What follows belongs to an exercise in optimizing a design on an open flow for small area and a short achievable clock period; a production flow would make more cautious choices.
At most, simulation tests tie the RTL to the original design; equivalence was not proved.
No functional check of the RTL was part of run 4.

### design.v
module STREAM_REG(ready_out, valid_out, data_out, ready_in, valid_in, data_in, clk, rst_n);
	input clk, rst_n;
	input ready_in, valid_in;
	input [DATA_WIDTH-1:0] data_in;
	output ready_out, valid_out;
	output reg [DATA_WIDTH-1:0] data_out;
	parameter DATA_WIDTH = 26;
	reg data_valid, ready_in_d;
	always@(posedge clk) begin
		if (~rst_n) begin
			data_out <= 1'b0;
			data_valid <= 0;
			ready_in_d <= 0;
			end
		else begin
			ready_in_d <= ready_in;
			if (valid_in & (~data_valid | ready_in_d)) begin
				data_out <= data_in;
				data_valid <= 1;
				end
			else if (ready_in_d) begin
				data_valid <= 0;
				end
			end
	end
	assign ready_out = (~data_valid & ~valid_in) | ready_in;
	assign valid_out = ready_in_d & data_valid;
endmodule
module MSG_FIFO (
	clock,
	sclr,
	wpos,
	right,
	bottom,
	left_pink,
	top_pink,
	rdreq,
	empty,
	q,
	usedw);
	input         clock;
	input         sclr;
	input  [3:0]  wpos;
	input  [9:0]  right;
	input  [10:0] bottom;
	input  [9:0]  left_pink;
	input  [10:0] top_pink;
	input         rdreq;
	output        empty;
	output [31:0] q;
	output [5:0]  usedw;
	reg [9:0]  rmem [0:10];
	reg [10:0] bmem [0:10];
	reg [9:0]  lmem [0:2];
	reg [10:0] tmem [0:2];
	reg [3:0] rw, rr, bw, br;
	reg [1:0] lw, lr, tw, tr;
	reg [3:0] hpos;
	reg [5:0] count;
	function [1:0] kind;
		input [3:0] p;
		case (p)
			4'd2, 4'd5, 4'd8, 4'd11, 4'd14: kind = 2'd1;
			4'd3, 4'd6, 4'd9, 4'd12, 4'd15: kind = 2'd2;
			default:                        kind = 2'd0;
		endcase
	endfunction
	function [2:0] msg_id;
		input [3:0] p;
		case (p)
			4'd1:    msg_id = 3'd1;
			4'd4:    msg_id = 3'd2;
			4'd7:    msg_id = 3'd3;
			4'd10:   msg_id = 3'd4;
			default: msg_id = 3'd5;
		endcase
	endfunction
	function [3:0] inc11;
		input [3:0] p;
		inc11 = (p == 4'd10) ? 4'd0 : p + 4'd1;
	endfunction
	function [1:0] inc3;
		input [1:0] p;
		inc3 = (p == 2'd2) ? 2'd0 : p + 2'd1;
	endfunction
	wire [1:0] wkind = kind(wpos);
	wire [1:0] hkind = kind(hpos);
	wire wpink = (wpos == 4'd14) | (wpos == 4'd15);
	wire hpink = (hpos == 4'd14) | (hpos == 4'd15);
	wire full = (count == 6'd32);
	assign empty = (count == 6'd0);
	wire do_rd = rdreq & ~empty;
	wire do_wr = (wpos != 4'd0) & ~full;
	wire wr_r = do_wr & (wkind == 2'd1);
	wire wr_b = do_wr & (wkind == 2'd2);
	wire rd_r = do_rd & (hkind == 2'd1);
	wire rd_b = do_rd & (hkind == 2'd2);
	wire [9:0]  lo_x = rmem[rr];
	wire [10:0] lo_y = bmem[br];
	wire [9:0]  hi_x = hpink ? lmem[lr] : 10'h0;
	wire [10:0] hi_y = hpink ? tmem[tr] : 11'h0;
	assign q = empty ? 32'h0 :
	           (hkind == 2'd1) ? {6'b0, hi_x, 6'b0, lo_x} :
	           (hkind == 2'd2) ? {5'b0, hi_y, 5'b0, lo_y} :
	           {16'hFFFF, 13'b0, msg_id(hpos)};
	assign usedw = count;
	always @(posedge clock) begin
		if (wr_r) rmem[rw] <= right;
		if (wr_b) bmem[bw] <= bottom;
		if (wr_r & wpink) lmem[lw] <= left_pink;
		if (wr_b & wpink) tmem[tw] <= top_pink;
	end
	always @(posedge clock) begin
		if (sclr) begin
			rw <= 4'd0;
			rr <= 4'd0;
			bw <= 4'd0;
			br <= 4'd0;
			lw <= 2'd0;
			lr <= 2'd0;
			tw <= 2'd0;
			tr <= 2'd0;
			count <= 6'h0;
		end
		else begin
			if (wr_r) rw <= inc11(rw);
			if (wr_b) bw <= inc11(bw);
			if (rd_r) rr <= inc11(rr);
			if (rd_b) br <= inc11(br);
			if (wr_r & wpink) lw <= inc3(lw);
			if (wr_b & wpink) tw <= inc3(tw);
			if (rd_r & hpink) lr <= inc3(lr);
			if (rd_b & hpink) tr <= inc3(tr);
			count <= count + {5'h0, do_wr} - {5'h0, do_rd};
		end
	end
	always @(posedge clock) begin
		if (empty) hpos <= wpos;
		else if (do_rd) hpos <= (hpos == 4'd15) ? 4'd1 : hpos + 4'd1;
	end
endmodule
module PIXEL_PROC(
    input       [7:0]   red,
    input       [7:0]   green,
    input       [7:0]   blue,
    output reg  [2:0]   pixel_classification     
);
wire r_g = red > green;
wire r_b = red > blue;
wire g_b = green > blue;
reg [7:0] mx, mn, md;
always @(*) begin
    case ({r_g, r_b, g_b})
    3'b000:  begin mx = blue;  mn = red;   md = green; end
    3'b001:  begin mx = green; mn = red;   md = blue;  end
    3'b011:  begin mx = green; mn = blue;  md = red;   end
    3'b100:  begin mx = blue;  mn = green; md = red;   end
    3'b110:  begin mx = red;   mn = green; md = blue;  end
    default: begin mx = red;   mn = blue;  md = green; end    
    endcase
end
wire [7:0] t = md - mn;     
wire [7:0] m = mx - mn;     
wire [15:0] T = {8'b0, t};
wire [15:0] M = {8'b0, m};
wire [15:0] X = {8'b0, mx};
wire q_le26 = T * 20 < M * 9;       
wire q_eq0  = T * 60 < M;           
wire q_ge42 = T * 10 >= M * 7;      
wire q_le51 = T * 15 < M * 13;      
wire q_ge18 = T * 10 >= M * 3;      
wire q_le49 = T * 6 < M * 5;        
wire q_le52 = T * 60 < M * 53;      
wire q_ge1  = ~q_eq0;
wire q_le30 = T * 60 < M * 31;      
wire s_gt68 = M * 256 >= X * 69;
wire s_gt57 = M * 128 >= X * 29;
wire s_gt54 = M * 256 >= X * 55;
wire s_gt35 = M * 64 >= X * 9;
wire s_gt30 = M * 256 >= X * 31;
wire sec111 = r_g & r_b & g_b;
wire sec110 = r_g & r_b & ~g_b;
wire sec100 = r_g & ~r_b & ~g_b;
wire sec011 = ~r_g & r_b & g_b;
wire sec001 = ~r_g & ~r_b & g_b;
wire sec000 = ~r_g & ~r_b & ~g_b;
wire is_red    = ((sec111 & q_le26) | (sec110 & q_eq0)) & s_gt68 & (mx > 8'd24);
wire is_yellow = sec011 & q_ge42 & q_le51 & s_gt57 & (mx > 8'd65);
wire is_green  = sec001 & q_ge18 & q_le49 & s_gt54 & (mx > 8'd23);
wire is_blue   = ((sec000 & q_le52) | (sec100 & q_eq0)) & s_gt35 & (mx > 8'd1);
wire is_pink   = sec111 & q_ge1 & q_le30 & s_gt30 & (mx > 8'd58);
always @(*) begin
    if (is_red)         pixel_classification = 3'h1;
    else if (is_yellow) pixel_classification = 3'h2;
    else if (is_green)  pixel_classification = 3'h3;
    else if (is_blue)   pixel_classification = 3'h4;
    else if (is_pink)   pixel_classification = 3'h5;
    else                pixel_classification = 3'h0;
end
endmodule
module AVER_FILTER(
	input                         clk,
	input                         rst,
	input                         valid,
	input                         packet_video,
	input        [7:0]            r_in,
	input        [7:0]            g_in,
	input        [7:0]            b_in,
	input                         x_lt2,
	output reg   [2:0]            class_out
);
reg [23:0] prev_pixel [1:0];
wire [9:0] r_sum = r_in + prev_pixel[0][23:16] + prev_pixel[1][23:16];
wire [9:0] g_sum = g_in + prev_pixel[0][15:8]  + prev_pixel[1][15:8];
wire [9:0] b_sum = b_in + prev_pixel[0][7:0]   + prev_pixel[1][7:0];
wire [20:0] r_m = r_sum * 11'd683;
wire [20:0] g_m = g_sum * 11'd683;
wire [20:0] b_m = b_sum * 11'd683;
wire [7:0] r_avg = r_m[18:11];
wire [7:0] g_avg = g_m[18:11];
wire [7:0] b_avg = b_m[18:11];
wire [7:0] c_red   = packet_video ? b_avg : b_in;
wire [7:0] c_green = packet_video ? g_avg : g_in;
wire [7:0] c_blue  = packet_video ? r_avg : r_in;
wire [2:0] cls;
PIXEL_PROC pp(
	.red(c_red),
	.green(c_green),
	.blue(c_blue),
	.pixel_classification(cls)
);
always @(posedge clk) begin
	if (~rst) begin
		prev_pixel[1] <= 24'h0;
		prev_pixel[0] <= 24'h0;
		class_out <= 3'h0;
	end
	else if (~packet_video) begin
		class_out <= cls;
	end
	else if (valid) begin
		prev_pixel[1] <= prev_pixel[0];
		prev_pixel[0] <= {r_in, g_in, b_in};
		class_out <= x_lt2 ? 3'h0 : cls;
	end
end
endmodule
module EEE_IMGPROC(
	clk,
	reset_n,
	s_chipselect,
	s_read,
	s_write,
	s_readdata,
	s_writedata,
	s_address,
	sink_data,
	sink_valid,
	sink_ready,
	sink_sop,
	sink_eop,
	source_data,
	source_valid,
	source_ready,
	source_sop,
	source_eop,
	mode
);
input	clk;
input	reset_n;
input							s_chipselect;
input							s_read;
input							s_write;
output	reg	[31:0]				s_readdata;
input	[31:0]					s_writedata;
input	[2:0]					s_address;
input	[23:0]            		sink_data;
input							sink_valid;
output							sink_ready;
input							sink_sop;
input							sink_eop;
output	[23:0]			  	   	source_data;
output							source_valid;
input							source_ready;
output							source_sop;
output							source_eop;
input                         	mode;
parameter IMAGE_W = 10'd640;
parameter IMAGE_H = 11'd480;
parameter MESSAGE_BUF_MAX = 32;
parameter MSG_INTERVAL = 20;
parameter BB_COL_DEFAULT = 24'h00ff00;
wire [7:0]   red, green, blue;		 
wire         sop, eop, in_valid, out_ready;
reg [9:0]  x;
reg [10:0] y;
reg packet_video;
always@(posedge clk) begin
	if (~reset_n) begin
		x <= 10'h0;
		y <= 11'h0;
		packet_video <= 1'b0;
	end
	else if (sop) begin
		x <= 10'h0;
		y <= 11'h0;
		packet_video <= (blue[3:0] == 4'h0);
	end
	else if (in_valid) begin
		if (x == IMAGE_W-1) begin
			x <= 10'h0;
			y <= y + 11'h1;
		end
		else begin
			x <= x + 10'h1;
		end
	end
end
wire [2:0] class_f;
reg  [2:0] class_d1, class_d2, pixel_classification;
AVER_FILTER af(
	.clk(clk),
	.rst(reset_n),
	.valid(in_valid),
	.packet_video(packet_video),
	.r_in(red),
	.g_in(green),
	.b_in(blue),
	.x_lt2(x[9:1] == 9'h0),
	.class_out(class_f)
);
always @(posedge clk) begin
	if (~reset_n) begin
		class_d1 <= 3'h0;
		class_d2 <= 3'h0;
		pixel_classification <= 3'h0;
	end
	else begin
		class_d1 <= class_f;
		class_d2 <= class_d1;
		pixel_classification <= class_d2;
	end
end
wire c_red    = (pixel_classification == 3'h1);
wire c_yellow = (pixel_classification == 3'h2);
wire c_green  = (pixel_classification == 3'h3);
wire c_blue   = (pixel_classification == 3'h4);
wire c_pink   = (pixel_classification == 3'h5);
reg [9:0]  x_max_red, x_max_yellow, x_max_green, x_max_blue, x_max_pink, x_min_pink;
reg [10:0] y_max_red, y_max_yellow, y_max_green, y_max_blue, y_max_pink, y_min_pink;
wire box_clear = ~reset_n | (sop & in_valid);
always@(posedge clk) begin
	if (box_clear) begin
		{x_max_red,x_max_yellow,x_max_green,x_max_blue,x_max_pink} <= 0;
		{y_max_red,y_max_yellow,y_max_green,y_max_blue,y_max_pink} <= 0;
		x_min_pink <= IMAGE_W-10'h1;
		y_min_pink <= IMAGE_H-11'h1;
	end
	else begin
		if (c_red) begin
			if (x > x_max_red) x_max_red <= x;
			y_max_red <= y;
		end
		if (c_yellow) begin
			if (x > x_max_yellow) x_max_yellow <= x;
			y_max_yellow <= y;
		end
		if (c_green) begin
			if (x > x_max_green) x_max_green <= x;
			y_max_green <= y;
		end
		if (c_blue) begin
			if (x > x_max_blue) x_max_blue <= x;
			y_max_blue <= y;
		end
		if (c_pink) begin
			if (x < x_min_pink) x_min_pink <= x;
			if (x > x_max_pink) x_max_pink <= x;
			if (y < y_min_pink) y_min_pink <= y;
			y_max_pink <= y;
		end
	end
end
reg [9:0]  right_red, right_yellow, right_green, right_blue, right_pink, left_pink;
reg [10:0] bottom_red, bottom_yellow, bottom_green, bottom_blue, bottom_pink, top_pink;
reg [3:0] msg_state;
reg [7:0] frame_count;
wire [5:0] msg_buf_size;
wire frame_end = eop & in_valid & packet_video;
always@(posedge clk) begin
	if (~reset_n) begin
		{right_red,right_yellow,right_green,right_blue,right_pink,left_pink} <= 60'h0;
		{bottom_red,bottom_yellow,bottom_green,bottom_blue,bottom_pink,top_pink} <= 66'h0;
	end
	else if (frame_end) begin
		right_red <= x_max_red;       bottom_red <= y_max_red;
		right_yellow <= x_max_yellow; bottom_yellow <= y_max_yellow;
		right_green <= x_max_green;   bottom_green <= y_max_green;
		right_blue <= x_max_blue;     bottom_blue <= y_max_blue;
		right_pink <= x_max_pink;     bottom_pink <= y_max_pink;
		left_pink <= x_min_pink;      top_pink <= y_min_pink;
	end
end
always@(posedge clk) begin
	if (~reset_n) begin
		frame_count <= 8'h0;
		msg_state <= 4'h0;
	end
	else begin
		if (frame_end) begin
			frame_count <= frame_count - 8'h1;
			if (frame_count == 8'h0 && msg_buf_size <= MESSAGE_BUF_MAX - 15) begin
				msg_state <= 4'h1;
				frame_count <= MSG_INTERVAL-1;
			end
		end
		if (msg_state != 4'h0) msg_state <= msg_state + 4'h1;
	end
end
reg [9:0]  msg_right;
reg [10:0] msg_bottom;
always @(*) begin
	case (msg_state)
		4'd1, 4'd2, 4'd3:    begin msg_right = right_red;    msg_bottom = bottom_red;    end
		4'd4, 4'd5, 4'd6:    begin msg_right = right_yellow; msg_bottom = bottom_yellow; end
		4'd7, 4'd8, 4'd9:    begin msg_right = right_green;  msg_bottom = bottom_green;  end
		4'd10, 4'd11, 4'd12: begin msg_right = right_blue;   msg_bottom = bottom_blue;   end
		default:             begin msg_right = right_pink;   msg_bottom = bottom_pink;   end
	endcase
end
wire [31:0] msg_buf_out;
wire msg_buf_rd, msg_buf_flush, msg_buf_empty;
MSG_FIFO MSG_FIFO_inst (
	.clock (clk),
	.sclr (~reset_n | msg_buf_flush),
	.wpos (msg_state),
	.right (msg_right),
	.bottom (msg_bottom),
	.left_pink (left_pink),
	.top_pink (top_pink),
	.rdreq (msg_buf_rd),
	.empty (msg_buf_empty),
	.q (msg_buf_out),
	.usedw (msg_buf_size)
);
wire x0 = (x == 10'h0);
wire y0 = (y == 11'h0);
wire on_yellow = x0 | y0 | (x == right_yellow) | (y == bottom_yellow);
wire on_green  = x0 | y0 | (x == right_green)  | (y == bottom_green);
wire on_blue   = x0 | y0 | (x == right_blue)   | (y == bottom_blue);
wire on_pink   = (x == left_pink) | (x == right_pink) | (y == top_pink) | (y == bottom_pink);
wire on_red    = x0 | y0 | (x == right_red)    | (y == bottom_red);
reg [2:0] ov;	 
always @(*) begin
	if (on_yellow)     ov = 3'b110;
	else if (on_green) ov = 3'b010;
	else if (on_blue)  ov = 3'b001;
	else if (on_pink)  ov = 3'b101;
	else if (on_red)   ov = 3'b100;
	else case (pixel_classification)
		3'h1:    ov = 3'b100;
		3'h2:    ov = 3'b110;
		3'h3:    ov = 3'b010;
		3'h4:    ov = 3'b001;
		3'h5:    ov = 3'b101;
		default: ov = 3'b000;
	endcase
end
wire overlay_on = mode & ~sop & packet_video;
wire [7:0] red_out   = overlay_on ? {8{ov[2]}} : red;
wire [7:0] green_out = overlay_on ? {8{ov[1]}} : green;
wire [7:0] blue_out  = overlay_on ? {8{ov[0]}} : blue;
STREAM_REG #(.DATA_WIDTH(26)) in_reg (
	.clk(clk),
	.rst_n(reset_n),
	.ready_out(sink_ready),
	.valid_out(in_valid),
	.data_out({red,green,blue,sop,eop}),
	.ready_in(out_ready),
	.valid_in(sink_valid),
	.data_in({sink_data,sink_sop,sink_eop})
);
STREAM_REG #(.DATA_WIDTH(26)) out_reg (
	.clk(clk),
	.rst_n(reset_n),
	.ready_out(out_ready),
	.valid_out(source_valid),
	.data_out({source_data,source_sop,source_eop}),
	.ready_in(source_ready),
	.valid_in(in_valid),
	.data_in({red_out, green_out, blue_out, sop, eop})
);
reg [7:0]  reg_status;
reg [23:0] bb_col;
always @ (posedge clk) begin
	if (~reset_n) begin
		reg_status <= 8'b0;
		bb_col <= BB_COL_DEFAULT;
	end
	else if (s_chipselect & s_write) begin
		if (s_address == 3'd0) reg_status <= s_writedata[7:0];
		if (s_address == 3'd3) bb_col <= s_writedata[23:0];
	end
end
assign msg_buf_flush = s_chipselect & s_write & (s_address == 3'd0) & s_writedata[4];
reg read_d;
always @ (posedge clk) begin
	if (~reset_n) begin
		s_readdata <= 32'b0;
	end
	else if (s_chipselect & s_read) begin
		case (s_address)
			3'd0: s_readdata <= {16'b0, 2'b0, msg_buf_size, reg_status};
			3'd1: s_readdata <= msg_buf_out;
			3'd2: s_readdata <= 32'h1234EEE2;
			3'd3: s_readdata <= {8'h0, bb_col};
			default: ;
		endcase
	end
end
always @ (posedge clk) read_d <= s_read;
assign msg_buf_rd = s_chipselect & s_read & ~read_d & ~msg_buf_empty & (s_address == 3'd1);
endmodule
### run.sh
#!/bin/bash
# synth_recipe.tcl (not shown) runs the flow's synth.tcl, then flattens the netlist and writes it again
# the make line also repeats each setting of config.mk as NAME=value (left out here)
make -C /OpenROAD-flow-scripts/flow DESIGN_CONFIG=/design/flow/config.mk WORK_HOME=/design/flow/orfs CLKGATE_MAP_FILE= SYNTH_SCRIPT=/design/flow/synth_recipe.tcl finish
### config.mk
export PLATFORM = sky130hd
export DESIGN_NAME = EEE_IMGPROC
export DESIGN_NICKNAME = EEE_IMGPROC
export VERILOG_FILES = /design/flow/design.v
export SDC_FILE = /design/flow/constraint.sdc
export NUM_CORES = 4
export LEC_CHECK = 0
export CAP_MARGIN = 20
export CORE_MARGIN = 2
export CORE_UTILIZATION = 40
export SLEW_MARGIN = 20
### constraint.sdc
create_clock -name core_clock -period 30.0 [get_ports {clk}]
set_input_delay 6.0000 -clock core_clock [delete_from_list [all_inputs] [get_ports {clk}]]
set_output_delay 6.0000 -clock core_clock [all_outputs]
set_load 0.01 [all_outputs]
==> out/metrics.cfg, run 1 <==
[drt]
wirelength_um = 145000
wl_per_cell_um = 18.7
drt_iter0_drc = 2917
antenna_left = 0
dr.pass1.iters = 8
viasPerCell = 5.36
num_vias = 41500
drt_drc_violations_left = 0

[cts]
cts_max_level = 3
cts-root-buf = clkbuf_16
clk_path_buf_depth = 3
cts_made_buffers = 83
clkLatencyLatePin_ns = 0.69
cts_hold_buf = 0
clock-sinks = 808
post_cts_resized = 0
postCtsSetupBuffers = 0
cts_tree = built
clkTransAtPathRegs_ns = 0.06

[sta]
maxSlewViolCount = 0
slew_headroom_pct = 24.7
fin_crit_ns = 18.90
post-route-period-util_pct = 63.0
tightest_slew_ns = 1.12
max_freq_mhz = 52.9
worst_slack_ns = 11.10
finalSetupTns_ns = 0
final_hold_viol_count = 0
fin_worst_skew_ns = 0.0424
setup_viol = 0
rsz0062_at_grt = false

[critical_path]
path_max_fanout = 34
critPathMaxStageDelay_ns = 0.75
cpMostUsedCell = ha_1
reg2reg_to = af.class_out[2]
worst_r2r_startpoint = in_reg.data_out[2]
reg2reg_depth = 68
worstSetupPathType = flop to flop
start_kind = flop
crit_required_ns = 30.58
cp-end-kind = flop
reg2reg_slack_ns = 11.10
critPathArrivalTime_ns = 19.48
slowest_stage = mux2i_1

[synthesis]
synthArstFlopShare_pct = 0
synth_area_um2 = 55200
yosys.cell_types.count = 107
synth_warnings = 6
synth_top_area_share_pct = 18.5
synth_edf_count = 298
synth_most_common_cell = nand2_1
synthesis.nets = 6746
synthTopCellsByArea = dfxtp_1 19%, edfxtp_1 16%, ha_1 15%, fa_1 5.3%, nand2_1 5.2%
ys.flop_type = dfxtp_1
yosysSeqAreaShare_pct = 34.7
synth_top_area_cell = dfxtp_1
ys_seq_elements = 808
syn_avg_cell_area_um2 = 9.42
synth_cells = 5857
synth_common_cells = 766 x nand2_1, 673 x ha_1, 510 x dfxtp_1

[floorplan]
core-area_um2 = 137000
die_h_um = 375
rows = 136
dieArea_um2 = 141000
die_w_um = 375
io_pins = 129
initial_core_util_pct = 40.2

[placement]
io_buffer_count = 120
globalplace.congestion = 0.884
dp_slack_ns = 11.21
placed_cell_area_um2 = 58400
dp_hpwl_um = 106000

[grt]
grt_max_degree = 126
grt.overflow.total = 0
grt_pass1_wl_um = 229000
grt_usage_pct = 20.4
grt_pass1_vias = 40500
grt_antenna_before_repair = 4

[flow_run]
max_cap_viol_count = 0

[min_path]
hp-start = class_d1[1]
min_to = class_d2[1]
whs_path_depth = 1
hold_path_class = flop to flop

[final_layout]
postLayoutCellArea_um2 = 61400
drive_gt1_share_pct = 6.50
layout.nets = 6772
syn_to_final_growth_pct = 11.2

[outcome]
status = no timing/DRC/antenna violations

critical path: cells and delay by family, from the launching register on:
family          cells  cell delay, ns
flops               1            0.48
xor+xnor            7            2.31
mux                 1            0.75
buf+inv             8            1.72
compound gates     26            5.62
fa+ha+maj          16            6.12
simple gates       10            1.77
cell families (layout without fill, tap and decap cells):
kind of cell    Yosys count  after routing  share of synthesized area, %
flops                   808            808                          34.7
compound gates         1267           1267                          15.1
mux                     219            219                          4.98
other cells               0              2                             0
fa+ha+maj               832            832                          20.8
simple gates           1624           1624                          13.3
buf+inv                 741            836                          5.14
xor+xnor                366            366                          5.93
how the worst max path moves through the flow:
stage	slack (ns)	start	depth (start not counted)	end
after floorplan	14.13	in_reg.data_out[10]	70	af.class_out[2]
after global placement	11.31	in_reg.data_out[2]	68	af.class_out[2]
after detailed placement	11.21	in_reg.data_out[2]	68	af.class_out[2]
after CTS	11.16	in_reg.data_out[10]	67	af.class_out[2]
after global routing	9.61	in_reg.data_out[2]	69	af.class_out[2]
final	11.10	in_reg.data_out[2]	68	af.class_out[2]
flip-flops by register name, indices dropped and copies added, names as in the netlist, 24 cells and up, named ones only:
name,count
MSG_FIFO_inst.rmem,110
MSG_FIFO_inst.lmem,30
in_reg.data_out,26
out_reg.data_out,26
MSG_FIFO_inst.bmem,121
s_readdata,29
bb_col,24
af.prev_pixel,48
MSG_FIFO_inst.tmem,33
metal layers:
metal / part of all wire, % / global-route usage (%)
met4: 2.5 / 6.00
met2: 46 / 33.2
met3: 5.7 / 2.79
met5: 0.0090 / 0
met1: 46 / 28.1
metrics by stage:
step	std cells	utilization, %	hold slack, ns
5_1_grt	7746	44.7	0.453
3_3_place_gp	7591	42.6	0.418
6_report	7748	44.7	0.428
4_1_cts	7746	44.7	0.434
3_5_place_dp	7592	42.6	0.421
2_1_floorplan	5857	-	0.412
layout make-up:
type / count / area (µm²)
fillers: 13100 / 75800
diodes: 2 / 5.00
clock inverters: 51 / 652
well taps: 1794 / 2240
clock buffers: 103 / 2230
inverters: 463 / 1740
repair buffers: 219 / 1950
multi-input cells: 4308 / 33400
flip-flops and latches: 808 / 19200
layout by cell type, fill, tap and decap left out, drive strengths merged, types with 76 or more instances in the layout:
cell type / n
xor2: 116
nand2: 767
nor3: 76
clkdlybuf4s50: 119
ha: 673
a21oi: 352
buf: 99
edfxtp: 298
nor2b: 86
nor2: 355
dfxtp: 510
mux2i: 162
inv: 462
xnor2: 250
clkbuf: 104
fa: 147
o21ai: 226
a21boi: 241
==> run 2, diff against run 1 <==
--- a/design.v
+++ b/design.v
@@ -77,11 +77,24 @@
 	endfunction
 	function [3:0] inc11;
 		input [3:0] p;
-		inc11 = (p == 4'd10) ? 4'd0 : p + 4'd1;
+		inc11 = (p == 4'd10) ? 4'd0 : {p[3] ^ (&p[2:0]), p[2] ^ (&p[1:0]), p[1] ^ p[0], ~p[0]};
 	endfunction
 	function [1:0] inc3;
 		input [1:0] p;
-		inc3 = (p == 2'd2) ? 2'd0 : p + 2'd1;
+		inc3 = {p[0], ~p[1] & ~p[0]};
+	endfunction
+	function [5:0] updown6;
+		input [5:0] a;
+		input dn;
+		integer i;
+		reg c;
+		begin
+			c = 1'b1;
+			for (i = 0; i < 6; i = i + 1) begin
+				updown6[i] = a[i] ^ c;
+				c = (a[i] ^ dn) & c;
+			end
+		end
 	endfunction
 	wire [1:0] wkind = kind(wpos);
 	wire [1:0] hkind = kind(hpos);
@@ -131,12 +144,12 @@
 			if (wr_b & wpink) tw <= inc3(tw);
 			if (rd_r & hpink) lr <= inc3(lr);
 			if (rd_b & hpink) tr <= inc3(tr);
-			count <= count + {5'h0, do_wr} - {5'h0, do_rd};
+			if (do_wr != do_rd) count <= updown6(count, do_rd);
 		end
 	end
 	always @(posedge clock) begin
 		if (empty) hpos <= wpos;
-		else if (do_rd) hpos <= (hpos == 4'd15) ? 4'd1 : hpos + 4'd1;
+		else if (do_rd) hpos <= (hpos == 4'd15) ? 4'd1 : {hpos[3] ^ (&hpos[2:0]), hpos[2] ^ (&hpos[1:0]), hpos[1] ^ hpos[0], ~hpos[0]};
 	end
 endmodule
 module PIXEL_PROC(
@@ -145,9 +158,67 @@
     input       [7:0]   blue,
     output reg  [2:0]   pixel_classification     
 );
-wire r_g = red > green;
-wire r_b = red > blue;
-wire g_b = green > blue;
+function ge8;     
+    input [7:0] a, b;
+    integer i;
+    reg c;
+    begin
+        c = 1'b1;
+        for (i = 0; i < 8; i = i + 1)
+            c = (a[i] & ~b[i]) | ((a[i] | ~b[i]) & c);
+        ge8 = c;
+    end
+endfunction
+function [7:0] sub8;     
+    input [7:0] a, b;
+    integer i;
+    reg c;
+    begin
+        c = 1'b1;
+        for (i = 0; i < 8; i = i + 1) begin
+            sub8[i] = a[i] ^ ~b[i] ^ c;
+            c = (a[i] & ~b[i]) | ((a[i] | ~b[i]) & c);
+        end
+    end
+endfunction
+function ge16;     
+    input [15:0] a, b;
+    integer i;
+    reg c;
+    begin
+        c = 1'b1;
+        for (i = 0; i < 16; i = i + 1)
+            c = (a[i] & ~b[i]) | ((a[i] | ~b[i]) & c);
+        ge16 = c;
+    end
+endfunction
+function [15:0] add16;
+    input [15:0] a, b;
+    integer i;
+    reg c;
+    begin
+        c = 1'b0;
+        for (i = 0; i < 16; i = i + 1) begin
+            add16[i] = a[i] ^ b[i] ^ c;
+            c = (a[i] & b[i]) | ((a[i] | b[i]) & c);
+        end
+    end
+endfunction
+function [15:0] sub16;
+    input [15:0] a, b;
+    integer i;
+    reg c;
+    begin
+        c = 1'b1;
+        for (i = 0; i < 16; i = i + 1) begin
+            sub16[i] = a[i] ^ ~b[i] ^ c;
+            c = (a[i] & ~b[i]) | ((a[i] | ~b[i]) & c);
+        end
+    end
+endfunction
+wire r_g = ~ge8(green, red);
+wire r_b = ~ge8(blue, red);
+wire g_b = ~ge8(blue, green);
 reg [7:0] mx, mn, md;
 always @(*) begin
     case ({r_g, r_b, g_b})
@@ -159,25 +230,41 @@
     default: begin mx = red;   mn = blue;  md = green; end    
     endcase
 end
-wire [7:0] t = md - mn;     
-wire [7:0] m = mx - mn;     
-wire [15:0] T = {8'b0, t};
-wire [15:0] M = {8'b0, m};
-wire [15:0] X = {8'b0, mx};
-wire q_le26 = T * 20 < M * 9;       
-wire q_eq0  = T * 60 < M;           
-wire q_ge42 = T * 10 >= M * 7;      
-wire q_le51 = T * 15 < M * 13;      
-wire q_ge18 = T * 10 >= M * 3;      
-wire q_le49 = T * 6 < M * 5;        
-wire q_le52 = T * 60 < M * 53;      
+wire [7:0] t = sub8(md, mn);     
+wire [7:0] m = sub8(mx, mn);     
+wire [15:0] t60 = sub16({2'b0, t, 6'b0}, {6'b0, t, 2'b0});
+reg [7:0] dr;
+reg [8:0] da;
+reg [5:0] q;
+integer k;
+always @(*) begin
+    dr = t60[13:6];
+    for (k = 5; k >= 0; k = k - 1) begin
+        da = {dr, t60[k]};
+        q[k] = da[8] | ge8(da[7:0], m);
+        dr = q[k] ? sub8(da[7:0], m) : da[7:0];
+    end
+end
+wire q_le26 = q <= 6'd26;
+wire q_eq0  = q == 6'd0;
+wire q_ge42 = q >= 6'd42;
+wire q_le51 = q <= 6'd51;
+wire q_ge18 = q >= 6'd18;
+wire q_le49 = q <= 6'd49;
+wire q_le52 = q <= 6'd52;
 wire q_ge1  = ~q_eq0;
-wire q_le30 = T * 60 < M * 31;      
-wire s_gt68 = M * 256 >= X * 69;
-wire s_gt57 = M * 128 >= X * 29;
-wire s_gt54 = M * 256 >= X * 55;
-wire s_gt35 = M * 64 >= X * 9;
-wire s_gt30 = M * 256 >= X * 31;
+wire q_le30 = q <= 6'd30;
+wire [15:0] X = {8'b0, mx};
+wire [15:0] x69 = add16(add16(X << 6, X << 2), X);
+wire [15:0] x29 = sub16(sub16(X << 5, X << 1), X);
+wire [15:0] x55 = sub16(sub16(X << 6, X << 3), X);
+wire [15:0] x9  = add16(X << 3, X);
+wire [15:0] x31 = sub16(X << 5, X);
+wire s_gt68 = ge16({m, 8'b0}, x69);
+wire s_gt57 = ge16({1'b0, m, 7'b0}, x29);     
+wire s_gt54 = ge16({m, 8'b0}, x55);
+wire s_gt35 = ge16({2'b0, m, 6'b0}, x9);      
+wire s_gt30 = ge16({m, 8'b0}, x31);
 wire sec111 = r_g & r_b & g_b;
 wire sec110 = r_g & r_b & ~g_b;
 wire sec100 = r_g & ~r_b & ~g_b;
@@ -207,41 +294,68 @@
 	input        [7:0]            g_in,
 	input        [7:0]            b_in,
 	input                         x_lt2,
-	output reg   [2:0]            class_out
+	output reg   [7:0]            r_out,
+	output reg   [7:0]            g_out,
+	output reg   [7:0]            b_out
 );
 reg [23:0] prev_pixel [1:0];
-wire [9:0] r_sum = r_in + prev_pixel[0][23:16] + prev_pixel[1][23:16];
-wire [9:0] g_sum = g_in + prev_pixel[0][15:8]  + prev_pixel[1][15:8];
-wire [9:0] b_sum = b_in + prev_pixel[0][7:0]   + prev_pixel[1][7:0];
-wire [20:0] r_m = r_sum * 11'd683;
-wire [20:0] g_m = g_sum * 11'd683;
-wire [20:0] b_m = b_sum * 11'd683;
-wire [7:0] r_avg = r_m[18:11];
-wire [7:0] g_avg = g_m[18:11];
-wire [7:0] b_avg = b_m[18:11];
-wire [7:0] c_red   = packet_video ? b_avg : b_in;
-wire [7:0] c_green = packet_video ? g_avg : g_in;
-wire [7:0] c_blue  = packet_video ? r_avg : r_in;
-wire [2:0] cls;
-PIXEL_PROC pp(
-	.red(c_red),
-	.green(c_green),
-	.blue(c_blue),
-	.pixel_classification(cls)
-);
+function [9:0] add3;
+	input [7:0] a, b, c;
+	reg [7:0] sm, cy;
+	reg [9:0] u, v;
+	reg k;
+	integer i;
+	begin
+		sm = a ^ b ^ c;
+		cy = (a & b) | (a & c) | (b & c);
+		u = {2'b0, sm};
+		v = {1'b0, cy, 1'b0};
+		k = 1'b0;
+		for (i = 0; i < 10; i = i + 1) begin
+			add3[i] = u[i] ^ v[i] ^ k;
+			k = (u[i] & v[i]) | ((u[i] | v[i]) & k);
+		end
+	end
+endfunction
+function [7:0] avg3;
+	input [7:0] a, b, c;
+	reg [9:0] s;
+	reg [1:0] r;
+	reg [2:0] v;
+	integer i;
+	begin
+		s = add3(a, b, c);
+		r = 2'd0;
+		avg3 = 8'd0;
+		for (i = 9; i >= 0; i = i - 1) begin
+			v = {r, s[i]};
+			if (i < 8) avg3[i] = (v >= 3'd3);
+			r = (v >= 3'd3) ? v - 3'd3 : v[1:0];
+		end
+	end
+endfunction
 always @(posedge clk) begin
 	if (~rst) begin
 		prev_pixel[1] <= 24'h0;
 		prev_pixel[0] <= 24'h0;
-		class_out <= 3'h0;
+		{r_out,g_out,b_out} <= 24'h0;
 	end
 	else if (~packet_video) begin
-		class_out <= cls;
+		r_out <= r_in;
+		g_out <= g_in;
+		b_out <= b_in;
 	end
 	else if (valid) begin
 		prev_pixel[1] <= prev_pixel[0];
-		prev_pixel[0] <= {r_in, g_in, b_in};
-		class_out <= x_lt2 ? 3'h0 : cls;
+		prev_pixel[0] <= {r_in,g_in,b_in};
+		if (x_lt2) begin
+			{r_out,g_out,b_out} <= 24'b0;
+		end
+		else begin
+			r_out <= avg3(r_in, prev_pixel[0][23:16], prev_pixel[1][23:16]);
+			g_out <= avg3(g_in, prev_pixel[0][15:8], prev_pixel[1][15:8]);
+			b_out <= avg3(b_in, prev_pixel[0][7:0], prev_pixel[1][7:0]);
+		end
 	end
 end
 endmodule
@@ -285,6 +399,52 @@
 output							source_sop;
 output							source_eop;
 input                         	mode;
+function lt10;     
+	input [9:0] a, b;
+	integer i;
+	reg c;
+	begin
+		c = 1'b0;
+		for (i = 0; i < 10; i = i + 1)
+			c = (~a[i] & b[i]) | (~(a[i] ^ b[i]) & c);
+		lt10 = c;
+	end
+endfunction
+function lt11;     
+	input [10:0] a, b;
+	integer i;
+	reg c;
+	begin
+		c = 1'b0;
+		for (i = 0; i < 11; i = i + 1)
+			c = (~a[i] & b[i]) | (~(a[i] ^ b[i]) & c);
+		lt11 = c;
+	end
+endfunction
+function [10:0] inc11;
+	input [10:0] a;
+	integer i;
+	reg c;
+	begin
+		c = 1'b1;
+		for (i = 0; i < 11; i = i + 1) begin
+			inc11[i] = a[i] ^ c;
+			c = a[i] & c;
+		end
+	end
+endfunction
+function [7:0] dec8;
+	input [7:0] a;
+	integer i;
+	reg b;
+	begin
+		b = 1'b1;
+		for (i = 0; i < 8; i = i + 1) begin
+			dec8[i] = a[i] ^ b;
+			b = ~a[i] & b;
+		end
+	end
+endfunction
 parameter IMAGE_W = 10'd640;
 parameter IMAGE_H = 11'd480;
 parameter MESSAGE_BUF_MAX = 32;
@@ -309,15 +469,14 @@
 	else if (in_valid) begin
 		if (x == IMAGE_W-1) begin
 			x <= 10'h0;
-			y <= y + 11'h1;
+			y <= inc11(y);
 		end
 		else begin
-			x <= x + 10'h1;
+			x <= inc11({1'b0, x});
 		end
 	end
 end
-wire [2:0] class_f;
-reg  [2:0] class_d1, class_d2, pixel_classification;
+wire [7:0] f_r, f_g, f_b;
 AVER_FILTER af(
 	.clk(clk),
 	.rst(reset_n),
@@ -327,7 +486,17 @@
 	.g_in(green),
 	.b_in(blue),
 	.x_lt2(x[9:1] == 9'h0),
-	.class_out(class_f)
+	.r_out(f_r),
+	.g_out(f_g),
+	.b_out(f_b)
+);
+wire [2:0] class_f;
+reg  [2:0] class_d1, class_d2, pixel_classification;
+PIXEL_PROC pixel_proc(
+	.red(f_b),
+	.green(f_g),
+	.blue(f_r),
+	.pixel_classification(class_f)
 );
 always @(posedge clk) begin
 	if (~reset_n) begin
@@ -358,25 +527,25 @@
 	end
 	else begin
 		if (c_red) begin
-			if (x > x_max_red) x_max_red <= x;
+			if (lt10(x_max_red, x)) x_max_red <= x;
 			y_max_red <= y;
 		end
 		if (c_yellow) begin
-			if (x > x_max_yellow) x_max_yellow <= x;
+			if (lt10(x_max_yellow, x)) x_max_yellow <= x;
 			y_max_yellow <= y;
 		end
 		if (c_green) begin
-			if (x > x_max_green) x_max_green <= x;
+			if (lt10(x_max_green, x)) x_max_green <= x;
 			y_max_green <= y;
 		end
 		if (c_blue) begin
-			if (x > x_max_blue) x_max_blue <= x;
+			if (lt10(x_max_blue, x)) x_max_blue <= x;
 			y_max_blue <= y;
 		end
 		if (c_pink) begin
-			if (x < x_min_pink) x_min_pink <= x;
-			if (x > x_max_pink) x_max_pink <= x;
-			if (y < y_min_pink) y_min_pink <= y;
+			if (lt10(x, x_min_pink)) x_min_pink <= x;
+			if (lt10(x_max_pink, x)) x_max_pink <= x;
+			if (lt11(y, y_min_pink)) y_min_pink <= y;
 			y_max_pink <= y;
 		end
 	end
@@ -408,13 +577,13 @@
 	end
 	else begin
 		if (frame_end) begin
-			frame_count <= frame_count - 8'h1;
-			if (frame_count == 8'h0 && msg_buf_size <= MESSAGE_BUF_MAX - 15) begin
+			frame_count <= dec8(frame_count);
+			if (frame_count == 8'h0 && ~msg_buf_size[5] && (~msg_buf_size[4] || msg_buf_size[3:1] == 3'b000)) begin
 				msg_state <= 4'h1;
 				frame_count <= MSG_INTERVAL-1;
 			end
 		end
-		if (msg_state != 4'h0) msg_state <= msg_state + 4'h1;
+		if (msg_state != 4'h0) msg_state <= {msg_state[3] ^ (&msg_state[2:0]), msg_state[2] ^ (&msg_state[1:0]), msg_state[1] ^ msg_state[0], ~msg_state[0]};
 	end
 end
 reg [9:0]  msg_right;
--- a/config.mk
+++ b/config.mk
@@ -5,6 +5,7 @@
 export SDC_FILE = /design/flow/constraint.sdc
 export NUM_CORES = 4
 export LEC_CHECK = 0
+export ABC_AREA = 1
 export CAP_MARGIN = 20
 export CORE_MARGIN = 2
 export CORE_UTILIZATION = 40
==> run 2 against run 1 <==
Sequential share of layout area is 9.5 points higher. Largest cell class unchanged. Final cell count is 17% lower. First-iteration DRC count is 7.3% lower. Critical path depth is 35 higher. Die area is 23% lower. Design area is 22% lower. Register-to-register slack worse by 1.7 ns. Utilization is 0.89 points higher. Worst hold slack worse by 0.0078 ns.
==> out/metrics.cfg, run 2 <==
[floorplan]
dieArea_um2 = 109000
initial_core_util_pct = 40.4
die_w_um = 330
die_h_um = 330
io_pins = 129
rows = 119
core-area_um2 = 105000

[critical_path]
cp-end-kind = flop
critPathMaxStageDelay_ns = 0.51
slowest_stage = dfxtp_1
crit_required_ns = 30.58
crit_path_start = af.g_out[1]
reg2reg_slack_ns = 9.36
start_kind = flop
worst_r2r_startpoint = af.g_out[1]
reg2reg_depth = 103
path_max_fanout = 20
reg2reg_to = class_d1[1]
critPathArrivalTime_ns = 21.22
cpMostUsedCell = fa_1
worstSetupPathType = flop to flop

[drt]
antenna_left = 0
wirelength_um = 118000
dr.pass1.iters = 7
viasPerCell = 5.31
drt_iter0_drc = 2703
num_vias = 34000
drt_drc_violations_left = 0
wl_per_cell_um = 18.4

[placement]
globalplace.congestion = 0.873
io_buffer_count = 120
dp_hpwl_um = 81100
dp_slack_ns = 9.33

[synthesis]
ys_seq_elements = 829
synthesis.nets = 5315
synthArstFlopShare_pct = 0
yosys.cell_types.count = 72
synth_edf_count = 298
synthTopCellsByArea = dfxtp_1 25%, edfxtp_1 21%, nand2_1 6.5%, o21ai_0 6.2%, fa_1 5.9%
syn_avg_cell_area_um2 = 8.64
synth_cells = 4925
yosysSeqAreaShare_pct = 46.0
synth_top_area_cell = dfxtp_1
synth_common_cells = 741 x nand2_1, 531 x dfxtp_1, 524 x o21ai_0
ys.flop_type = dfxtp_1
synth_top_area_share_pct = 25.0
synth_warnings = 6
synth_area_um2 = 42500
synth_most_common_cell = nand2_1

[cts]
clkLatencyLatePin_ns = 0.67
post_cts_resized = 0
clk_path_buf_depth = 3
clkTransAtPathRegs_ns = 0.06
postCtsSetupBuffers = 0
cts_hold_buf = 0
cts_max_level = 3
cts-root-buf = clkbuf_16
cts_made_buffers = 88
cts_tree = built
clock-sinks = 829

[sta]
post-route-period-util_pct = 68.8
fin_crit_ns = 20.64
setup_viol = 0
final_hold_viol_count = 0
slew_headroom_pct = 31.8
fin_worst_skew_ns = 0.0290
rsz0062_at_grt = false
max_freq_mhz = 48.5
finalSetupTns_ns = 0
worst_slack_ns = 9.36
maxSlewViolCount = 0
tightest_slew_ns = 0.997
whs_ns = 0.421

[min_path]
hold_path_class = flop to flop
whs_path_depth = 2
min_to = class_d2[2]
hp-start = class_d1[2]

[final_layout]
post-route-util_pct = 45.6
layout_common_cells = 740 x nand2_1, 530 x dfxtp_1, 523 x o21ai_0
syn_to_final_growth_pct = 13.1
largest_register_ffs = 121
final_common_cell = nand2_1
drive_gt1_share_pct = 6.31
n_antenna_cell = 0
fill_cells = 10200
layout.nets = 5340
reg_top3 = MSG_FIFO_inst.bmem: 121 flops, MSG_FIFO_inst.rmem: 110 flops, af.prev_pixel: 48 flops
top_register = MSG_FIFO_inst.bmem

[grt]
grt_pass1_wl_um = 184000
grt_max_degree = 147
grt_usage_pct = 21.5
grt.overflow.total = 0
grt_antenna_before_repair = 6
grt_pass1_vias = 32500

[flow_run]
max_cap_viol_count = 0

[outcome]
status = no timing/DRC/antenna violations

## run 2: cell types whose count changed in the layout (fill, tap and decap cells not counted), moves of 85 or more
cell and delta:
nor2b_1 -85, nor2_1 +145, a21oi_1 +124, mux2i_1 -159, o21ai_0 +309, a21boi_0 -241, xnor2_1 -219, ha_1 -477
## run 2: worst max-delay path by stage
stage	end	slack, ns	depth (start not counted)
final	class_d1[1]	9.36	103
after global placement	class_d1[2]	9.56	103
after CTS	class_d1[1]	9.26	103
after detailed placement	class_d1[2]	9.33	103
after floorplan	class_d1[1]	11.47	110
after global routing	class_d1[1]	7.77	103
## run 2: worst max-delay path, delay by kind of cell (launching register included)
family	cells	cell delay [ns]
compound gates	9	1.80
fa+ha+maj	41	13.00
buf+inv	19	1.44
flops	1	0.51
simple gates	34	3.72
## run 2: per-layer routing
layer  up-vias  GRT usage [%]  wire length, µm
met5         -              0               11
met4         2           7.03             3420
met3       193           2.98             6800
met2       874           35.0            55100
met1     16200           29.4            52800
li1      16700              -                -
## run 2: final cells by class
cell class	instances	area, µm²	area share (%)
clock buffer	117	2410	5.02
clock inverter	46	589	1.23
inverter	556	2090	4.34
multi-input combinational	3291	20000	41.5
sequential	829	19600	40.7
tap	1391	1740	3.62
timing repair buffer	184	1710	3.55
## run 2: cells by family after synthesis
family | Yosys count | synth area share (%)
simple gates | 1512 | 14.8
flops | 829 | 46.0
fa+ha+maj | 322 | 11.7
xor+xnor | 98 | 2.02
compound gates | 1352 | 18.1
mux | 7 | 0.182
buf+inv | 805 | 7.24
## run 2: per-stage QoR
stage,std cells,instance area [µm²]
CTS,6413,48100
detailed placement,6250,45100
global placement,6250,45100
floorplan,4925,42500
finish,6414,48100
global route,6414,48100
==> run 3, diff against run 2 <==
--- a/design.v
+++ b/design.v
@@ -232,28 +232,39 @@
 end
 wire [7:0] t = sub8(md, mn);     
 wire [7:0] m = sub8(mx, mn);     
-wire [15:0] t60 = sub16({2'b0, t, 6'b0}, {6'b0, t, 2'b0});
-reg [7:0] dr;
-reg [8:0] da;
-reg [5:0] q;
-integer k;
+wire [15:0] T = {8'b0, t};
+wire [15:0] M = {8'b0, m};
+wire [15:0] t20 = add16(T << 4, T << 2);
+wire [15:0] m9  = add16(M << 3, M);
+wire [15:0] t10 = add16(T << 3, T << 1);
+wire [15:0] m7  = sub16(M << 3, M);
+wire [15:0] t15 = sub16(T << 4, T);
+wire [15:0] m13 = sub16(sub16(M << 4, M << 1), M);
+wire [15:0] m3  = add16(M << 1, M);
+wire [15:0] t6  = add16(T << 2, T << 1);
+wire [15:0] m5  = add16(M << 2, M);
+wire [15:0] t60 = sub16(T << 6, T << 2);
+wire [15:0] m53 = sub16(sub16(sub16(M << 6, M << 3), M << 1), M);
+wire [15:0] m31 = sub16(M << 5, M);
+reg [7:0] t60s;
 always @(*) begin
-    dr = t60[13:6];
-    for (k = 5; k >= 0; k = k - 1) begin
-        da = {dr, t60[k]};
-        q[k] = da[8] | ge8(da[7:0], m);
-        dr = q[k] ? sub8(da[7:0], m) : da[7:0];
-    end
+    case (t[2:0])
+        3'd0:    t60s = 8'd0;
+        3'd1:    t60s = 8'd60;
+        3'd2:    t60s = 8'd120;
+        3'd3:    t60s = 8'd180;
+        default: t60s = 8'd240;
+    endcase
 end
-wire q_le26 = q <= 6'd26;
-wire q_eq0  = q == 6'd0;
-wire q_ge42 = q >= 6'd42;
-wire q_le51 = q <= 6'd51;
-wire q_ge18 = q >= 6'd18;
-wire q_le49 = q <= 6'd49;
-wire q_le52 = q <= 6'd52;
+wire q_eq0  = (t[7:2] == 6'd0 || t == 8'd4) && ~ge8(t60s, m);    
+wire q_le26 = ~ge16(t20, m9);     
+wire q_ge42 = ge16(t10, m7);      
+wire q_le51 = ~ge16(t15, m13);    
+wire q_ge18 = ge16(t10, m3);      
+wire q_le49 = ~ge16(t6, m5);      
+wire q_le52 = ~ge16(t60, m53);    
 wire q_ge1  = ~q_eq0;
-wire q_le30 = q <= 6'd30;
+wire q_le30 = ~ge16(t60, m31);    
 wire [15:0] X = {8'b0, mx};
 wire [15:0] x69 = add16(add16(X << 6, X << 2), X);
 wire [15:0] x29 = sub16(sub16(X << 5, X << 1), X);
@@ -335,9 +346,13 @@
 	end
 endfunction
 always @(posedge clk) begin
+	if (packet_video & valid) begin
+		prev_pixel[1] <= prev_pixel[0];
+		prev_pixel[0] <= {r_in,g_in,b_in};
+	end
+end
+always @(posedge clk) begin
 	if (~rst) begin
-		prev_pixel[1] <= 24'h0;
-		prev_pixel[0] <= 24'h0;
 		{r_out,g_out,b_out} <= 24'h0;
 	end
 	else if (~packet_video) begin
@@ -346,8 +361,6 @@
 		b_out <= b_in;
 	end
 	else if (valid) begin
-		prev_pixel[1] <= prev_pixel[0];
-		prev_pixel[0] <= {r_in,g_in,b_in};
 		if (x_lt2) begin
 			{r_out,g_out,b_out} <= 24'b0;
 		end
==> run 3 against run 2 <==
Utilization is 0.12 points lower. Area after synthesis is 3.3% higher. Clock skew increased by 0.034 ns. Critical path type is now input pin to output port. Highest routed layer unchanged.
==> out/metrics.cfg, run 3 <==
[outcome]
status = no timing/DRC/antenna violations

[synthesis]
yosys.cell_types.count = 71
synth_most_common_cell = nand2_1
synthArstFlopShare_pct = 0
synth_common_cells = 847 x nand2_1, 549 x inv_1, 513 x o21ai_0
synth_area_um2 = 43900
yosysSeqAreaShare_pct = 45.7
ys_seq_elements = 829
syn_avg_cell_area_um2 = 8.65
synth_warnings = 6
synth_cells = 5079
synth_top_area_cell = edfxtp_1
synth_edf_count = 346
ys.flop_type = dfxtp_1
synth_top_area_share_pct = 23.6
synthesis.nets = 5497
synthTopCellsByArea = edfxtp_1 24%, dfxtp_1 22%, nand2_1 7.2%, ha_1 6.7%, o21ai_0 5.8%

[drt]
num_vias = 35000
antenna_left = 0
viasPerCell = 5.30
drt_iter0_drc = 2769
drt_drc_violations_left = 0
dr.pass1.iters = 6
wl_per_cell_um = 18.4
wirelength_um = 122000

[sta]
fin_crit_ns = 13.18
max_freq_mhz = 75.9
final_hold_viol_count = 0
post-route-period-util_pct = 43.9
tightest_slew_ns = 1.12
slew_headroom_pct = 24.9
finalSetupTns_ns = 0
fin_worst_skew_ns = 0.0626
rsz0062_at_grt = false
maxSlewViolCount = 0
setup_viol = 0

[final_layout]
drive_gt1_share_pct = 6.07
largest_register_ffs = 121
layout_common_cells = 846 x nand2_1, 546 x inv_1, 511 x o21ai_0
postLayoutCellArea_um2 = 49500
reg_top3 = MSG_FIFO_inst.bmem: 121 flops, MSG_FIFO_inst.rmem: 110 flops, af.prev_pixel: 48 flops
post-route-util_pct = 45.5
layout.nets = 5529
syn_to_final_growth_pct = 12.8
final_common_cell = nand2_1
top_register = MSG_FIFO_inst.bmem

[flow_run]
max_cap_viol_count = 0

[critical_path]
critPathMaxStageDelay_ns = 0.56
cpMostUsedCell = clkdlybuf4s50_1
crit_required_ns = 24.00
slowest_stage = clkdlybuf4s50_1
critPathArrivalTime_ns = 7.18
cp-end-kind = output port
path_cells = clkdlybuf4s50_1 > nor2_1 > o21ai_0 > clkdlybuf4s50_1
start_kind = input pin
path_max_fanout = 2
worstSetupPathType = input pin to output port

[grt]
grt_usage_pct = 21.4
grt.overflow.total = 0
grt_antenna_before_repair = 3
grt_pass1_vias = 33000
grt_pass1_wl_um = 190000
grt_max_degree = 190

[min_path]
hold_path_class = flop to flop

[cts]
cts_made_buffers = 89
cts_max_level = 3
clock-sinks = 829
cts-root-buf = clkbuf_16
clk_path_buf_depth = 3
post_cts_resized = 0
postCtsSetupBuffers = 0
cts_hold_buf = 0
cts_tree = built
clkTransAtPathRegs_ns = 0.06
clkLatencyLatePin_ns = 0.69

[floorplan]
rows = 121
die_h_um = 335
die_w_um = 335
io_pins = 129
dieArea_um2 = 113000
core-area_um2 = 109000
initial_core_util_pct = 40.4

[placement]
dp_hpwl_um = 83900
placed_cell_area_um2 = 46500
globalplace.congestion = 0.876
io_buffer_count = 120

## run 3: cell count changes after synthesis, moves of 20 or more
cell,before,now
inv_1,513,549
nor2_1,502,440
ha_1,196,236
nand3_1,119,139
nand2_1,741,847
dfxtp_1,531,483
edfxtp_1,298,346
## run 3: cells by family (layout without fill, tap and decap cells)
| family | count (synthesis) | count (layout) | share of synthesized area, % |
|---|---|---|---|
| AND/OR/NAND/NOR | 1571 | 1571 | 14.8 |
| AO/OA/AOI/OAI | 1375 | 1375 | 17.9 |
| flip-flops | 829 | 829 | 45.7 |
| buffers and inverters | 825 | 934 | 7.14 |
| adder cells (fa/ha/maj) | 355 | 355 | 12.0 |
| XOR/XNOR | 121 | 121 | 2.43 |
| multiplexers | 3 | 3 | 0.0769 |
| other | 0 | 1 | 0 |
## run 3: area by class of cell
cell class	count	area [µm²]
well taps	1414	1770
inverters	580	2180
multi-input cells	3425	20800
flip-flops and latches	829	20100
repair buffers	186	1720
clock inverters	51	508
clock buffers	117	2490
diodes	1	2.50
fillers	10400	59300
## run 3: worst paths after layout
kind	startpoint	end	slack, ns	cells after the start
hold / removal	class_d1[0]	class_d2[0]	0.39	2
hold reg to reg	class_d1[0]	class_d2[0]	0.39	2
setup / recovery	source_ready	sink_ready	16.82	4
setup reg to reg	af.r_out[3]	class_d1[2]	21.08	42
## run 3: layer usage
| layer | global-route usage, % | part of all wire [%] | vias up |
|---|---|---|---|
| met3 | 2.44 | 4.6 | 165 |
| met1 | 29.7 | 46 | 16700 |
| met5 | 0 | 0.0090 | - |
| li1 | - | - | 17300 |
| met2 | 35.2 | 47 | 797 |
| met4 | 5.68 | 2.0 | 2 |
## run 3: worst max-delay path, delay by kind of cell
| kind | cells | cell delay [ns] |
|---|---|---|
| AOI/OAI and AO/OA | 1 | 0.07 |
| and+or+nand+nor | 1 | 0.06 |
| buffers and inverters | 2 | 1.05 |
## run 3: per-stage QoR
| step | hold slack [ns] | instances | setup slack (ns) |
|---|---|---|---|
| after floorplan | 0.390 | 5079 | 17.73 |
| after global placement | 0.403 | 6433 | 16.83 |
| after detailed placement | 0.405 | 6433 | 16.82 |
| after CTS | 0.411 | 6601 | 16.81 |
| after global routing | 0.445 | 6603 | 16.77 |
| final | 0.389 | 6603 | 16.82 |
==> run 4, diff against run 3 <==
--- a/design.v
+++ b/design.v
@@ -53,8 +53,10 @@
 	reg [10:0] bmem [0:10];
 	reg [9:0]  lmem [0:2];
 	reg [10:0] tmem [0:2];
-	reg [3:0] rw, rr, bw, br;
-	reg [1:0] lw, lr, tw, tr;
+	reg [3:0] rw, bw;
+	reg [1:0] lw, tw;
+	reg [10:0] rr, br;	 
+	reg [2:0] lr, tr;
 	reg [3:0] hpos;
 	reg [5:0] count;
 	function [1:0] kind;
@@ -108,10 +110,23 @@
 	wire wr_b = do_wr & (wkind == 2'd2);
 	wire rd_r = do_rd & (hkind == 2'd1);
 	wire rd_b = do_rd & (hkind == 2'd2);
-	wire [9:0]  lo_x = rmem[rr];
-	wire [10:0] lo_y = bmem[br];
-	wire [9:0]  hi_x = hpink ? lmem[lr] : 10'h0;
-	wire [10:0] hi_y = hpink ? tmem[tr] : 11'h0;
+	reg [9:0]  lo_x, hi_x;
+	reg [10:0] lo_y, hi_y;
+	integer i;
+	always @(*) begin
+		lo_x = 10'h0;
+		lo_y = 11'h0;
+		for (i = 0; i < 11; i = i + 1) begin
+			lo_x = lo_x | (rmem[i] & {10{rr[i]}});
+			lo_y = lo_y | (bmem[i] & {11{br[i]}});
+		end
+		hi_x = 10'h0;
+		hi_y = 11'h0;
+		for (i = 0; i < 3; i = i + 1) begin
+			hi_x = hi_x | (lmem[i] & {10{lr[i] & hpink}});
+			hi_y = hi_y | (tmem[i] & {11{tr[i] & hpink}});
+		end
+	end
 	assign q = empty ? 32'h0 :
 	           (hkind == 2'd1) ? {6'b0, hi_x, 6'b0, lo_x} :
 	           (hkind == 2'd2) ? {5'b0, hi_y, 5'b0, lo_y} :
@@ -126,24 +141,24 @@
 	always @(posedge clock) begin
 		if (sclr) begin
 			rw <= 4'd0;
-			rr <= 4'd0;
+			rr <= 11'd1;
 			bw <= 4'd0;
-			br <= 4'd0;
+			br <= 11'd1;
 			lw <= 2'd0;
-			lr <= 2'd0;
+			lr <= 3'd1;
 			tw <= 2'd0;
-			tr <= 2'd0;
+			tr <= 3'd1;
 			count <= 6'h0;
 		end
 		else begin
 			if (wr_r) rw <= inc11(rw);
 			if (wr_b) bw <= inc11(bw);
-			if (rd_r) rr <= inc11(rr);
-			if (rd_b) br <= inc11(br);
+			if (rd_r) rr <= {rr[9:0], rr[10]};
+			if (rd_b) br <= {br[9:0], br[10]};
 			if (wr_r & wpink) lw <= inc3(lw);
 			if (wr_b & wpink) tw <= inc3(tw);
-			if (rd_r & hpink) lr <= inc3(lr);
-			if (rd_b & hpink) tr <= inc3(tr);
+			if (rd_r & hpink) lr <= {lr[1:0], lr[2]};
+			if (rd_b & hpink) tr <= {tr[1:0], tr[2]};
 			if (do_wr != do_rd) count <= updown6(count, do_rd);
 		end
 	end
==> flow/run.sh (new file) <==
#!/bin/bash
# Standard layout, with the port buffers made of buf_2 instead of the flow's
# default choice (a slow delay buffer). Each tool's full log is under
# orfs/logs/; make's own output goes to make.log.
set -euo pipefail
bash standard.sh "BUFFER_PORTS_ARGS=-buffer_cell sky130_fd_sc_hd__buf_2" finish > make.log 2>&1
==> standard.sh (new file) <==
#!/bin/bash
# synth_recipe.tcl (not shown) runs the flow's synth.tcl, then flattens the netlist and writes it again
# the make line also repeats each setting of config.mk as NAME=value (left out here)
make -C /OpenROAD-flow-scripts/flow DESIGN_CONFIG=/design/flow/config.mk WORK_HOME=/design/flow/orfs CLKGATE_MAP_FILE= SYNTH_SCRIPT=/design/flow/synth_recipe.tcl "${@:-finish}"
removed: run.sh
==> run 4 against run 3 <==
Sequential share of layout area grew 1.2 points. Worst setup slack gained 0.72 ns. Count of clock-buffer cells in the layout grew 7. Register-to-register slack gained 0.23 ns. Largest cell class unchanged. Global-route usage shrank 0.41 points. Clock skew shrank 0.0065 ns. Fmax grew 5.8%. Critical endpoint unchanged.
==> out/metrics.cfg, run 4 <==
[critical_path]
cp-end-kind = output port
path_cells = buf_2 > nor2_1 > o21ai_0 > buf_2
path_max_fanout = 2
cpMostUsedCell = buf_2
worst-path-buf-inv = 2
start_kind = input pin
slowest_stage = buf_2
crit_required_ns = 24.00
worstSetupPathType = input pin to output port
crit_family = buffers and inverters
critPathMaxStageDelay_ns = 0.14
critPathArrivalTime_ns = 6.46

[final_layout]
layout.nets = 5360
layout_common_cells = 851 x nand2_1, 536 x inv_1, 487 x dfxtp_1
reg_top3 = MSG_FIFO_inst.bmem: 121 flops, MSG_FIFO_inst.rmem: 110 flops, af.prev_pixel: 48 flops
largest_register_ffs = 121
n_antenna_cell = 0
post-route-util_pct = 45.0
final_common_cell = nand2_1
syn_to_final_growth_pct = 11.4
drive_gt1_share_pct = 8.79
top_register = MSG_FIFO_inst.bmem

[drt]
dr.pass1.iters = 6
num_vias = 34100
viasPerCell = 5.31
drt_drc_violations_left = 0
wl_per_cell_um = 18.3
wirelength_um = 118000
drt_iter0_drc = 2263
antenna_left = 0

[synthesis]
syn_avg_cell_area_um2 = 8.85
synth_warnings = 6
synth_edf_count = 346
synth_area_um2 = 43400
yosysSeqAreaShare_pct = 46.4
synth_common_cells = 852 x nand2_1, 539 x inv_1, 487 x dfxtp_1
synthesis.nets = 5316
synthTopCellsByArea = edfxtp_1 24%, dfxtp_1 22%, nand2_1 7.4%, ha_1 6.8%, fa_1 5.2%
synth_cells = 4900
ys.flop_type = dfxtp_1
synth_top_area_share_pct = 24.0
synth_most_common_cell = nand2_1
synth_top_area_cell = edfxtp_1
ys_seq_elements = 833
yosys.cell_types.count = 71
synthArstFlopShare_pct = 0

[grt]
use_met3_pct = 2.24
grt_usage_pct = 20.9
grt_use_met2_pct = 35.3
grt_antenna_before_repair = 0
grt_pass1_wl_um = 185000
grt_max_degree = 95
grt_pass1_vias = 32500
grt-busiest-layer = met2
grtUsageMet1_pct = 28.5
grt.overflow.total = 0

[flow_run]
max_cap_viol_count = 0

[placement]
io_buffer_count = 120
globalplace.congestion = 0.863
dp_hpwl_um = 80900

[sta]
rsz0062_at_grt = false
max_freq_mhz = 80.3
maxSlewViolCount = 0
fin_crit_ns = 12.46
setup_viol = 0
finalSetupTns_ns = 0
fin_worst_skew_ns = 0.0561
slew_headroom_pct = 25.0
tightest_slew_ns = 1.12
final_hold_viol_count = 0
post-route-period-util_pct = 41.5

[floorplan]
core-area_um2 = 107000
die_w_um = 333
initial_core_util_pct = 40.4
die_h_um = 333
dieArea_um2 = 111000
io_pins = 129
rows = 120

[cts]
cts-root-buf = clkbuf_16
postCtsSetupBuffers = 0
clkLatencyLatePin_ns = 0.68
cts_made_buffers = 88
cts_tree = built
clock-sinks = 833
clk_path_buf_depth = 3
clkTransAtPathRegs_ns = 0.06
post_cts_resized = 0
cts_hold_buf = 0
cts_max_level = 3

[outcome]
status = no timing/DRC/antenna violations

[min_path]
hold_path_class = flop to flop

run 4: changes by cell type after synthesis, moves of 8 or more:
cell	previous run	this run
inv_1	549	539
a221oi_1	35	82
a22o_1	0	22
a21oi_1	470	405
o21ai_1	22	14
clkbuf_1	216	196
o21ai_0	513	437
a22oi_1	12	4
inv_2	17	27
nor2_1	440	368
o311ai_0	11	2
nand4_1	25	54
o211ai_1	41	30
run 4: cell type report:
type | count | area, µm²
inverters | 578 | 2170
well taps | 1403 | 1760
repair buffers | 183 | 1080
clock inverters | 39 | 477
multi-input cells | 3260 | 20200
flip-flops and latches | 833 | 20100
clock buffers | 124 | 2500
fillers | 10300 | 59000
run 4: routing by layer:
| metal | wire, µm | up-vias |
|---|---|---|
| met5 | 0 | - |
| met4 | 2820 | 0 |
| met3 | 5180 | 185 |
| met2 | 55500 | 799 |
| met1 | 54300 | 16300 |
| li1 | - | 16800 |
run 4: stage by stage:
step | worst slack [ns] | cell area, µm² | hold WS [ns] | std cells
3_5_place_dp | 17.53 | 45300 | 0.397 | 6253
3_3_place_gp | 17.55 | 45300 | 0.394 | 6253
2_1_floorplan | 17.73 | 43400 | 0.390 | 4900
4_1_cts | 17.53 | 48300 | 0.408 | 6416
5_1_grt | 17.46 | 48300 | 0.435 | 6420
6_report | 17.54 | 48300 | 0.409 | 6420
run 4: worst register-to-register path, delay by kind of cell, from the launching register on:
family / cells / cell delay, ns
flip-flops: 1 / 0.49
AO/OA/AOI/OAI: 7 / 1.40
buffers and inverters: 4 / 1.10
XOR/XNOR: 1 / 0.17
adder cells (fa/ha/maj): 13 / 3.93
AND/OR/NAND/NOR: 17 / 1.51
run 4: kinds of logic (layout without fill, tap and decap cells):
kind of cell,count (synthesis),count (layout),synth area share [%]
buffers and inverters,807,924,7.15
and+or+nand+nor,1545,1545,15.0
muxes,3,3,0.0779
xor gates and xnor gates,117,117,2.41
DFF,833,833,46.4
AOI/OAI and AO/OA,1243,1243,16.8
adders and majority gates,352,352,12.1
run 4: worst paths after layout:
check / start / end / depth (start not counted) / slack [ns]
hold reg to reg: class_d2[1] / pixel_classification[1] / 2 / 0.41
setup / recovery: source_ready / sink_ready / 4 / 17.54
hold / removal: class_d2[1] / pixel_classification[1] / 2 / 0.41
setup reg to reg: af.r_out[1] / class_d1[2] / 42 / 21.31

-- port drivers added, routing unchanged --
The results above use ideal ports. As a check the final layouts listed here were re-extracted and re-timed, cells and wires unchanged.
Step 1 assumes that a clkbuf_16 drives the clock port and a buf_2 every other input.
Step 2 moves the port delays by t, midway between the first and last clock arrival at a register: inputs arrive t later, outputs are due t later. That takes back most of the time a late clock gives input paths.
a / b / c = ideal ports / drivers / drivers and shift; a / b = the first two.
| run | shift t [ns] | setup slack, ns | hold WS [ns] | worst register clock-pin slew, ns |
|---|---|---|---|---|
| run 1 | 0.746 | 11.100 / 11.100 / 11.100 | 0.428 / 0.428 / 0.428 | 0.07 / 0.07 |
| run 2 | 0.724 | 9.360 / 9.360 / 9.360 | 0.421 / 0.421 / 0.421 | 0.07 / 0.07 |
| run 3 | 0.731 | 16.818 / 16.792 / 16.792 | 0.389 / 0.389 / 0.389 | 0.06 / 0.06 |
| run 4 | 0.724 | 17.542 / 17.522 / 17.522 | 0.409 / 0.409 / 0.409 | 0.07 / 0.07 |
After both steps every run listed still meets setup and hold. For run 3, which loses most, drivers alone change the setup slack by -0.026 ns; drivers and shift together by -0.026 ns.
